This design comes from an exercise in tuning for small area on the open sky130 flow, not from production work. The RTL was checked by simulation tests, not by an equivalence proof against the original design. Power figures rest on the tool's default switching activity, not on a simulated workload.

--- design.v ---
module i2c_master(dout,sda,scl,sda_drv,scl_drv,done,ack_err,busy,clk,rst,din,newd,addr,op);
input clk,rst,op,newd;
input [7:0] din;
input [6:0] addr;
output [7:0] dout;
input sda;
input scl;
output sda_drv;
output scl_drv;
output reg done, ack_err, busy;
reg sda_t, scl_t, scl_en;
reg r_scl;
reg [1:0] pulse;
reg [6:0] sub;
wire sub_end = (sub == 7'd99);
wire bit_end = sub_end && (pulse == 2'd3);
always @(posedge clk) begin
	if(rst || busy == 1'b0) begin
		pulse <= 0;
		sub <= 0;
	end
	else if(sub_end) begin
		pulse <= pulse + 1'b1;
		sub <= 0;
	end
	else
		sub <= sub + 1'b1;
end
localparam IDLE = 4'd0, START = 4'd1, WRITE_ADD = 4'd2, ACK_1 = 4'd3, WRITE_DATA = 4'd4,
	ACK_2 = 4'd5, STOP = 4'd6, MASTER_NACK = 4'd7, READ_DATA = 4'd8;
reg [3:0] state;
reg [7:0] tx_data, rx_data;
reg [7:0] add;
reg sda_en, r_ack;
reg [3:0] bit_count;
always@(posedge clk)
	if(state == IDLE && newd) begin
		tx_data <= din;
		add <= {addr,op};
	end
always@(posedge clk) begin
	if(rst) begin
		state <= IDLE;
		bit_count <= 0;
		sda_t <= 0;
		scl_t <= 0;
		scl_en <= 1;
		ack_err <= 0;
		busy <= 0;
		done <= 0;
		sda_en <= 0;
		r_ack <= 0;
		rx_data <= 0;
		r_scl <= 0;
	end
	else
		case(state) 
			IDLE: begin
				done <= 0;
				ack_err <= 0;
				if(newd) begin
					state <= START;
					busy <= 1;
				end
				else
					busy <= 0;
			end
			START: begin
				sda_en <= 1'b1;
				scl_t <= 1;
				sda_t <= ~pulse[1];
				if(bit_end) begin
					state <= WRITE_ADD;
					scl_t <= 0;
				end
			end 
			WRITE_ADD: begin
				if(~bit_count[3]) begin
					scl_t <= pulse[1];
					case(pulse) 
					0: sda_t <= 1'b0;
					1: sda_t <= add[~bit_count[2:0]];
					default: ;
					endcase
					if(bit_end) begin
						bit_count <= bit_count + 1;
						scl_t <= 0;
					end
				end
				else begin
					bit_count <= 0;
					state <= ACK_1;
					scl_t <= 0;
					sda_en <= 0;
				end
			end
			ACK_1: begin
				sda_en <= 0;
				case(pulse) 
					0: begin 
						scl_en <= 0;  
						if(sub == 7'd20)
							r_scl <= scl;
					end
					1: begin 
						scl_en <= 1;
						sda_t<= 1'b0; r_ack <= sda;
						scl_t <= 1'b0;
					end
					default: begin 
						scl_en <= 1;
						scl_t <= r_scl;
					end
				endcase
				if(bit_end) begin
					if(r_scl == 1'b0) 
						state <= ACK_1;
					else if(r_ack == 0 && add[0] == 0) begin
						state <= WRITE_DATA;
						sda_en <= 1;
						scl_t <= 0;
						bit_count <= 0;
					end
					else if(r_ack == 0 && add[0] == 1) begin
						state <= READ_DATA;
						sda_en <= 0;
						scl_t <= 0;
						bit_count <= 0;
					end
					else begin
						state <= STOP;
						sda_en <= 1;
						ack_err <= 1;
					end
				end
			end
			WRITE_DATA: begin
				sda_en <= 1'b1;
				if(~bit_count[3]) begin
					scl_t <= pulse[1];
					case(pulse) 
						0: sda_t <= 1'b0;
						1: sda_t <= tx_data[~bit_count[2:0]];
						default: ;
					endcase
					if(bit_end) begin
						bit_count <= bit_count + 1;
						scl_t <= 0;
					end
				end
				else begin
					state <= ACK_2;
					bit_count <= 0;
					sda_en <= 0;
				end
			end
			READ_DATA: begin
				sda_en <= 0;
				if(~bit_count[3]) begin
					scl_t <= pulse[1];
					if(pulse[1] == 1'b0) sda_t <= 1'b0;
					if(pulse == 2'd2 && sub == 7'd0) rx_data <= {rx_data[6:0],sda};
					if(bit_end) begin
						bit_count <= bit_count + 1;
						scl_t <= 0;
					end
				end
				else begin
					state <= MASTER_NACK;
					bit_count <= 0;
					sda_en <= 1;
				end
			end
			ACK_2: begin
				sda_en <= 0;
				scl_t <= pulse[1];
				if(pulse != 2'd3) sda_t <= 1'b0;
				if(pulse == 2'd2) r_ack <= 0;
				if(bit_end) begin
					scl_t <= 1;
					sda_t <= 0;
					state <= STOP;
					sda_en <= 1;
					if(r_ack) ack_err <= 1;
				end
			end
			MASTER_NACK: begin
				sda_en <= 1;
				scl_t <= pulse[1];
				sda_t <= 1'b1;
				if(bit_end) begin
					scl_t <= 1;
					sda_t <= 0;
					state <= STOP;
				end
			end
			STOP: begin
				scl_t <= 1;
				sda_t <= pulse[1];
				if(bit_end) begin
					state <= IDLE;
					done <= 1;
					busy <= 0;
					sda_en <= 1;
					scl_t <= 0;
				end
			end
			default: ;
		endcase
end
assign sda_drv = ~sda_en | sda_t;
assign scl_drv = ~scl_en | scl_t;
assign dout = rx_data;
endmodule
module i2c_Slave(scl,sda,sda_drv,scl_drv,ack_err,clk,rst,stretch,done);
input scl,clk,rst,stretch;
input sda;
output sda_drv, scl_drv;
output reg done,ack_err;
reg sda_en,sda_t,scl_t,scl_en;
reg busy;
reg [7:0] din;
reg [6:0] addr;
reg [7:0] r_addr;
reg [1:0] pulse;
reg [6:0] sub;
wire sub_end = (sub == 7'd99);
wire bit_end = sub_end && (pulse == 2'd3);
always@(posedge clk) begin
	if(rst) begin
		pulse <= 0;
		sub <= 0;
	end
	else if(busy == 1'b0) begin
		pulse <= 2;
		sub <= 2;
	end
	else if(sub_end) begin
		pulse <= pulse + 1'b1;
		sub <= 0;
	end
	else
		sub <= sub + 1'b1;
end
reg [6:0] pos;
reg scrub;
reg [127:0] ring [0:7];
wire hit = (pos == addr);
localparam idle = 4'd0, read_addr = 4'd1, send_ack1 = 4'd2, send_data = 4'd3, master_ack = 4'd4,
	read_data = 4'd5, send_ack2 = 4'd6, wait_p = 4'd7, detect_stop = 4'd8, wait_stretch = 4'd9;
reg [3:0] state;
wire wr = hit && (state == send_ack2);
wire [7:0] init = {1'b0, pos};
reg [7:0] dout;
integer b;
always@(posedge clk) begin
	if(rst) begin
		pos <= 0;
		scrub <= 1;
	end
	else begin
		pos <= pos + 1'b1;
		if(pos == 7'd127) scrub <= 0;
	end
	for(b = 0; b < 8; b = b + 1)
		ring[b] <= {scrub ? init[b] : wr ? din[b] : ring[b][0], ring[b][127:1]};
end
always@(posedge clk)
	if(hit)
		for(b = 0; b < 8; b = b + 1)
			dout[b] <= ring[b][0];
reg [3:0] bitcnt;
reg r_ack;
always@(posedge clk) begin
	if(rst) begin
		state <= idle;
		bitcnt <= 0;
		busy <= 0;
		din <= 8'd0;
		done <= 0;
		ack_err <= 0;
		sda_en <= 0;
		sda_t <= 0;
		r_addr <= 0;
		addr <= 0;
		scl_t <= 0;
		scl_en <= 0;
		r_ack <= 0;
	end
	else begin
		case(state) 
			idle: begin
				done <= 0;
				sda_en <= 1'b0;
				scl_en <= 0;
				if(sda == 1'b0 && scl == 1'b1) begin
					state <= wait_p;
					busy <= 1;
				end
			end
			wait_p: begin
				if(bit_end)
					state <= read_addr;
			end
			read_addr: begin
				sda_en <= 0;
				if(~bitcnt[3]) begin
					if(pulse == 2'd2 && sub == 7'd0) r_addr <= {r_addr[6:0],sda};
					if(bit_end)
						bitcnt <= bitcnt + 1;
				end
				else begin
					bitcnt <= 0;
					addr <= r_addr[7:1];
					if(stretch == 1'b1) begin
						state <= wait_stretch;
						scl_en <= 1;
					end
					else begin
						state <= send_ack1;
						sda_en <= 1;
						scl_en <= 0;
					end
				end
			end
			wait_stretch: begin
				if(~pulse[1]) begin
					scl_en <= 1;
					scl_t <= 0;
				end
				else if(~pulse[0])
					scl_en <= 0;
				if(bit_end) begin
					if(stretch == 1'b0) begin
						state <= send_ack1;
						scl_en <= 1'b0;
						sda_en <= 1'b1;
					end
				end
			end
			send_ack1: begin
				sda_en <= 1;
				case(pulse)
					0: begin sda_t <= 0; scl_en <= 1; scl_t <= 1; end
					1: begin scl_en <= 0; end
					default: ;
				endcase
				if(bit_end)
					state <= r_addr[0] ? send_data : read_data;
			end
			send_data: begin
				sda_en <= 1;
				if(~bitcnt[3]) begin
					if(pulse == 2'd1 && sub == 7'd0) sda_t <= dout[~bitcnt[2:0]];
					if(bit_end)
						bitcnt<= bitcnt + 1;
				end
				else begin
					state <= master_ack;
					bitcnt <= 0;
					sda_en <= 0;
				end
			end
			read_data: begin
				sda_en <= 0;
				if(~bitcnt[3]) begin
					if(pulse == 2'd2 && sub == 7'd0) din <= {din[6:0],sda};
					if(bit_end)
						bitcnt <= bitcnt + 1;
				end
				else begin
					state <= send_ack2;
					bitcnt <= 0;
					sda_en <= 1;
				end
			end
			send_ack2: begin
				sda_en <= 1;
				if(pulse == 2'd0) sda_t <= 0;
				if(bit_end) begin
					state <= detect_stop;
					sda_en <= 0;
				end
			end
			master_ack: begin
				if(pulse == 2'd2 && sub == 7'd0) r_ack <= sda;
				if(bit_end) begin
					state <= detect_stop;
					sda_en <= 0;
					ack_err <= r_ack;
				end
			end
			detect_stop: begin
				sda_en <= 0;
				if(bit_end) begin
					state <= idle;
					done <= 1;
					busy <= 0;
				end
			end
			default: state <= idle;
		endcase
	end
end
assign sda_drv = ~sda_en | sda_t;
assign scl_drv = ~scl_en | scl_t;
endmodule
`timescale 1ns / 1ps
module i2c_top(
input clk, rst, newd, op, stretch,
input [6:0] addr,
input [7:0] din,
output [7:0] dout,
output busy,ack_err,
output done,
output sda, scl
);
wire ack_errm, ack_errs;
wire sda_m, scl_m, sda_s, scl_s;
i2c_master master (dout,sda,scl,sda_m,scl_m,done,ack_errm,busy,clk,rst,din,newd,addr,op);
i2c_Slave slave (.clk(clk),.rst(rst),.stretch(stretch),.sda(sda),.scl(scl),.sda_drv(sda_s),.scl_drv(scl_s),.ack_err(ack_errs),.done() );
assign sda = sda_m & sda_s;
assign scl = scl_m & scl_s;
assign ack_err = ack_errs | ack_errm;
endmodule
--- run.sh ---
#!/bin/bash
# synth_recipe.tcl (not shown) runs the flow's synth.tcl, then flattens the netlist and writes it again
# the make line also repeats each setting of config.mk as NAME=value (left out here)
make -C /OpenROAD-flow-scripts/flow DESIGN_CONFIG=/design/flow/config.mk WORK_HOME=/design/flow/orfs CLKGATE_MAP_FILE= SYNTH_SCRIPT=/design/flow/synth_recipe.tcl finish
--- config.mk ---
export PLATFORM = sky130hd
export DESIGN_NAME = i2c_top
export DESIGN_NICKNAME = i2c_top
export VERILOG_FILES = /design/flow/design.v
export SDC_FILE = /design/flow/constraint.sdc
export NUM_CORES = 4
export LEC_CHECK = 0
export CAP_MARGIN = 20
export CORE_MARGIN = 2
export CORE_UTILIZATION = 40
export SLEW_MARGIN = 20
--- constraint.sdc ---
create_clock -name core_clock -period 10.0 [get_ports {clk}]
set_input_delay 2.0000 -clock core_clock [delete_from_list [all_inputs] [get_ports {clk}]]
set_output_delay 2.0000 -clock core_clock [all_outputs]
set_load 0.01 [all_outputs]
==> results.cfg <==
[layout]
area_growth_syn_to_layout_pct = 17.86
final_cell_mix = dfxtp_1 (1113), nor2_1 (99), clkbuf_16 (99)
nets = 1795
drive_gt1_share_pct = 10.04
finish.utilization_pct = 47.87
mostFrequentLayoutCell = dfxtp_1

[cts]
clock_latency_ns = 0.63
htreeDepth = 3
cts_buffers = 98
path_clk_slew_ns = 0.06
post_cts_buffers = 0
post_cts_resized = 0
clkSinkCount = 1137
cts-root-buf = clkbuf_16
hold_buffers = 0
clk_path_buf_depth = 3
cts_tree = yes

[worst_setup_path]
ff2ff_setup_slack_ns = 6.95
r2r-start = slave.pos[2]
critPathMaxFanout = 6
path_cells = nand2b_1 -> and2_1 -> clkdlybuf4s50_1
rr_worst_depth = 6
cp_slowest_cell = clkdlybuf4s50_1
arrival_ns = 2.04
cp-start-kind = flop
critPathMaxStageDelay_ns = 0.61
crit_required_ns = 8.00
cp-end-kind = output port
r2r_end = slave.ring[5][127]
path_class = reg -> out

[timing]
rsz0062_at_grt = false
finClkSkew_ns = 0.02733
fmax_mhz = 247.3
period_share_pct = 40.43
drv_slew = 0
whs_ns = 0.3039
setup_ws_ns = 5.957
worst_pin_slew_ns = 0.9638
hold_viol = 0
fin_setup_tns_ns = 0
setup_viol = 0
max-slew-margin-rel_pct = 35.21
min_period_ns = 4.043

[run]
timing.max_cap.violations = 0

[yosys]
syn_area_sq_um = 26280
ys_seq_elements = 1137
ys.warnings.count = 3
syn_area_per_cell_sq_um = 15.82
syn-num-nets = 1696
yosysUniqueCellTypes = 67
synthFlopType = dfxtp_1
synth_edf_count = 24
yosysSeqAreaShare_pct = 87.54
async_flop_share_pct = 0
syn_inst = 1661

[floorplanning]
initial_core_util_pct = 40.61
coreArea_sq_um = 64700
fp.dieW_microns = 260.3
row_count = 93
die_h_microns = 260.3
dieArea_sq_um = 67760
ios = 33

[drt]
routed_wl_mm = 33.35
antenna_left = 0
drcViolationCount = 0
drt-initial-drc-count = 523
vias_per_cell = 4.101
first_pass_iters = 4
wire_per_inst_microns = 12.36
vias = 11070

[global_route]
met2_usage_pct = 14.27
antenna_found_initial = 0
grt_use_total_pct = 10.25
grt_busiest_layer = met1
met1_usage_pct = 14.94
gr-total-overflow = 0
grt_pass1_wl_mm = 56.93
grt_max_degree = 81
grt_pass1_vias = 11290
grtUsageMet3_pct = 2.729

[run_status]
status = no timing/DRC/antenna violations

[worst_hold_path]
hp-start = slave.ring[7][21]
hp-class = reg -> reg
holdPathStages = 0
hold-path-endpoint = slave.ring[7][20]

[place]
place.gp.congestion = 0.7466
dp_slack_ns = 6.382
io_buffers = 32
dp_hpwl_mm = 17.49

[power]
ir_drop_uv = 162.5
powerDensity_nw_per_um2 = 289.3
total_power_uw = 8961
leakage_uw = 0.01235
[power breakdown]
| group | internal (uW) | switching (uW) | leakage [uW] |
|---|---|---|---|
| logic | 158 | 213 | 0.00145 |
| registers | 4650 | 90.0 | 0.00923 |
| clock network | 2250 | 1590 | 0.00167 |
[registers in the layout, indices dropped and copies added (netlist names), 4 cells and up]
signal / flops
slave.ring: 1024
master.add: 8
master.rx_data: 8
master.tx_data: 8
slave.din: 8
slave.dout: 8
slave.r_addr: 8
master.sub: 7
slave.addr: 7
slave.pos: 7
slave.sub: 7
master.bit_count: 4
master.state: 4
slave.bitcnt: 4
slave.state: 4
[cells in the mapped netlist, drive strengths merged (3+ instances only)]
cell,count,area share (%)
a211oi,5,0.14
a21o,3,0.086
a21oi,40,0.79
a22oi,3,0.086
a2bb2oi,4,0.13
a31oi,8,0.19
and3,7,0.17
buf,7,0.15
clkbuf,28,0.40
dfxtp,1113,85
edfxtp,24,2.7
ha,15,0.71
inv,13,0.19
mux2i,50,1.9
nand2,43,0.62
nand2b,21,0.50
nand3,24,0.48
nand3b,4,0.11
nand4,7,0.19
nor2,99,1.4
nor2b,18,0.43
nor3,12,0.29
nor3b,4,0.11
nor4,5,0.14
nor4b,3,0.18
o21a,3,0.086
o21ai,27,0.51
o21bai,5,0.14
o22ai,7,0.17
o31ai,3,0.086
or3,4,0.095
xnor2,12,0.40
xor2,11,0.37
[worst max path at each step]
stage	from	to	slack (ns)	cells after the start
finish	master.sda_t	sda	5.96	3
global route	master.sda_t	sda	5.85	3
CTS	master.sda_t	sda	5.91	3
detailed placement	stretch	slave.state[3]	6.38	7
global placement	stretch	slave.state[3]	6.38	7
floorplan	rst	master.bit_count[3]	7.06	4
[layout make-up]
class                           instances  area (sq um)
Multi-Input combinational cell        476          3082
Fill cell                            5541         33730
Inverter                               13         48.80
Clock inverter                         39         561.8
Timing Repair Buffer                   34         330.3
Clock buffer                          143          2873
Sequential cell                      1137         23000
Antenna cell                            1         2.502
Tap cell                              855          1070
[routing by layer]
metal  vias up  part of all wire (%)
met4         0                   2.6
met1      5217                    53
met3        65                   4.1
met2       157                    40
li1       5626                     -
met5         -                     0
[kinds of logic after synthesis]
group	synth area share (%)
DFF	87.54
buffers and inverters	0.7333
adders and majority gates	0.7143
and+or+nand+nor	5.076
xor gates and xnor gates	0.7666
AOI/OAI and AO/OA	3.052
muxes	2.119
[metrics by stage]
stage	std cells	cell area, sq um
global placement	2515	27530
detailed placement	2515	27530
CTS	2697	30970
floorplan	1661	26280
global route	2697	30970
finish	2698	30970
[critical path: cells and delay by family, from the launching register on]
| kind | cells | cell delay (ns) |
|---|---|---|
| buf+inv | 1 | 0.61 |
| simple gates | 2 | 0.47 |
| flops | 1 | 0.34 |

[afterwards: timing with drivers on the ports]
No port has a modelled driver above. Below, the same layout with a new extraction and two added sets of constraints. Step 1, drivers: a clkbuf_16 drives clk and a buf_2 each remaining input, both assumed. Step 2 also shifts input and output timing later by t, the mid clock arrival at the registers, as if the neighbouring blocks saw the same clock. a / b / c = ideal / step 1 / step 2; a / b = the first two.
shift t [ns]: 0.673
setup WS [ns]: 5.957 / 5.908 / 6.338
hold WS [ns]: 0.304 / 0.304 / 0.304
worst setup path at the end: input to register
clock arrival spread, ns: 0.036 / 0.036
After both steps setup and hold are still met in this run. For this run, drivers alone change the setup slack by -0.049 ns; drivers and shift together by +0.381 ns.
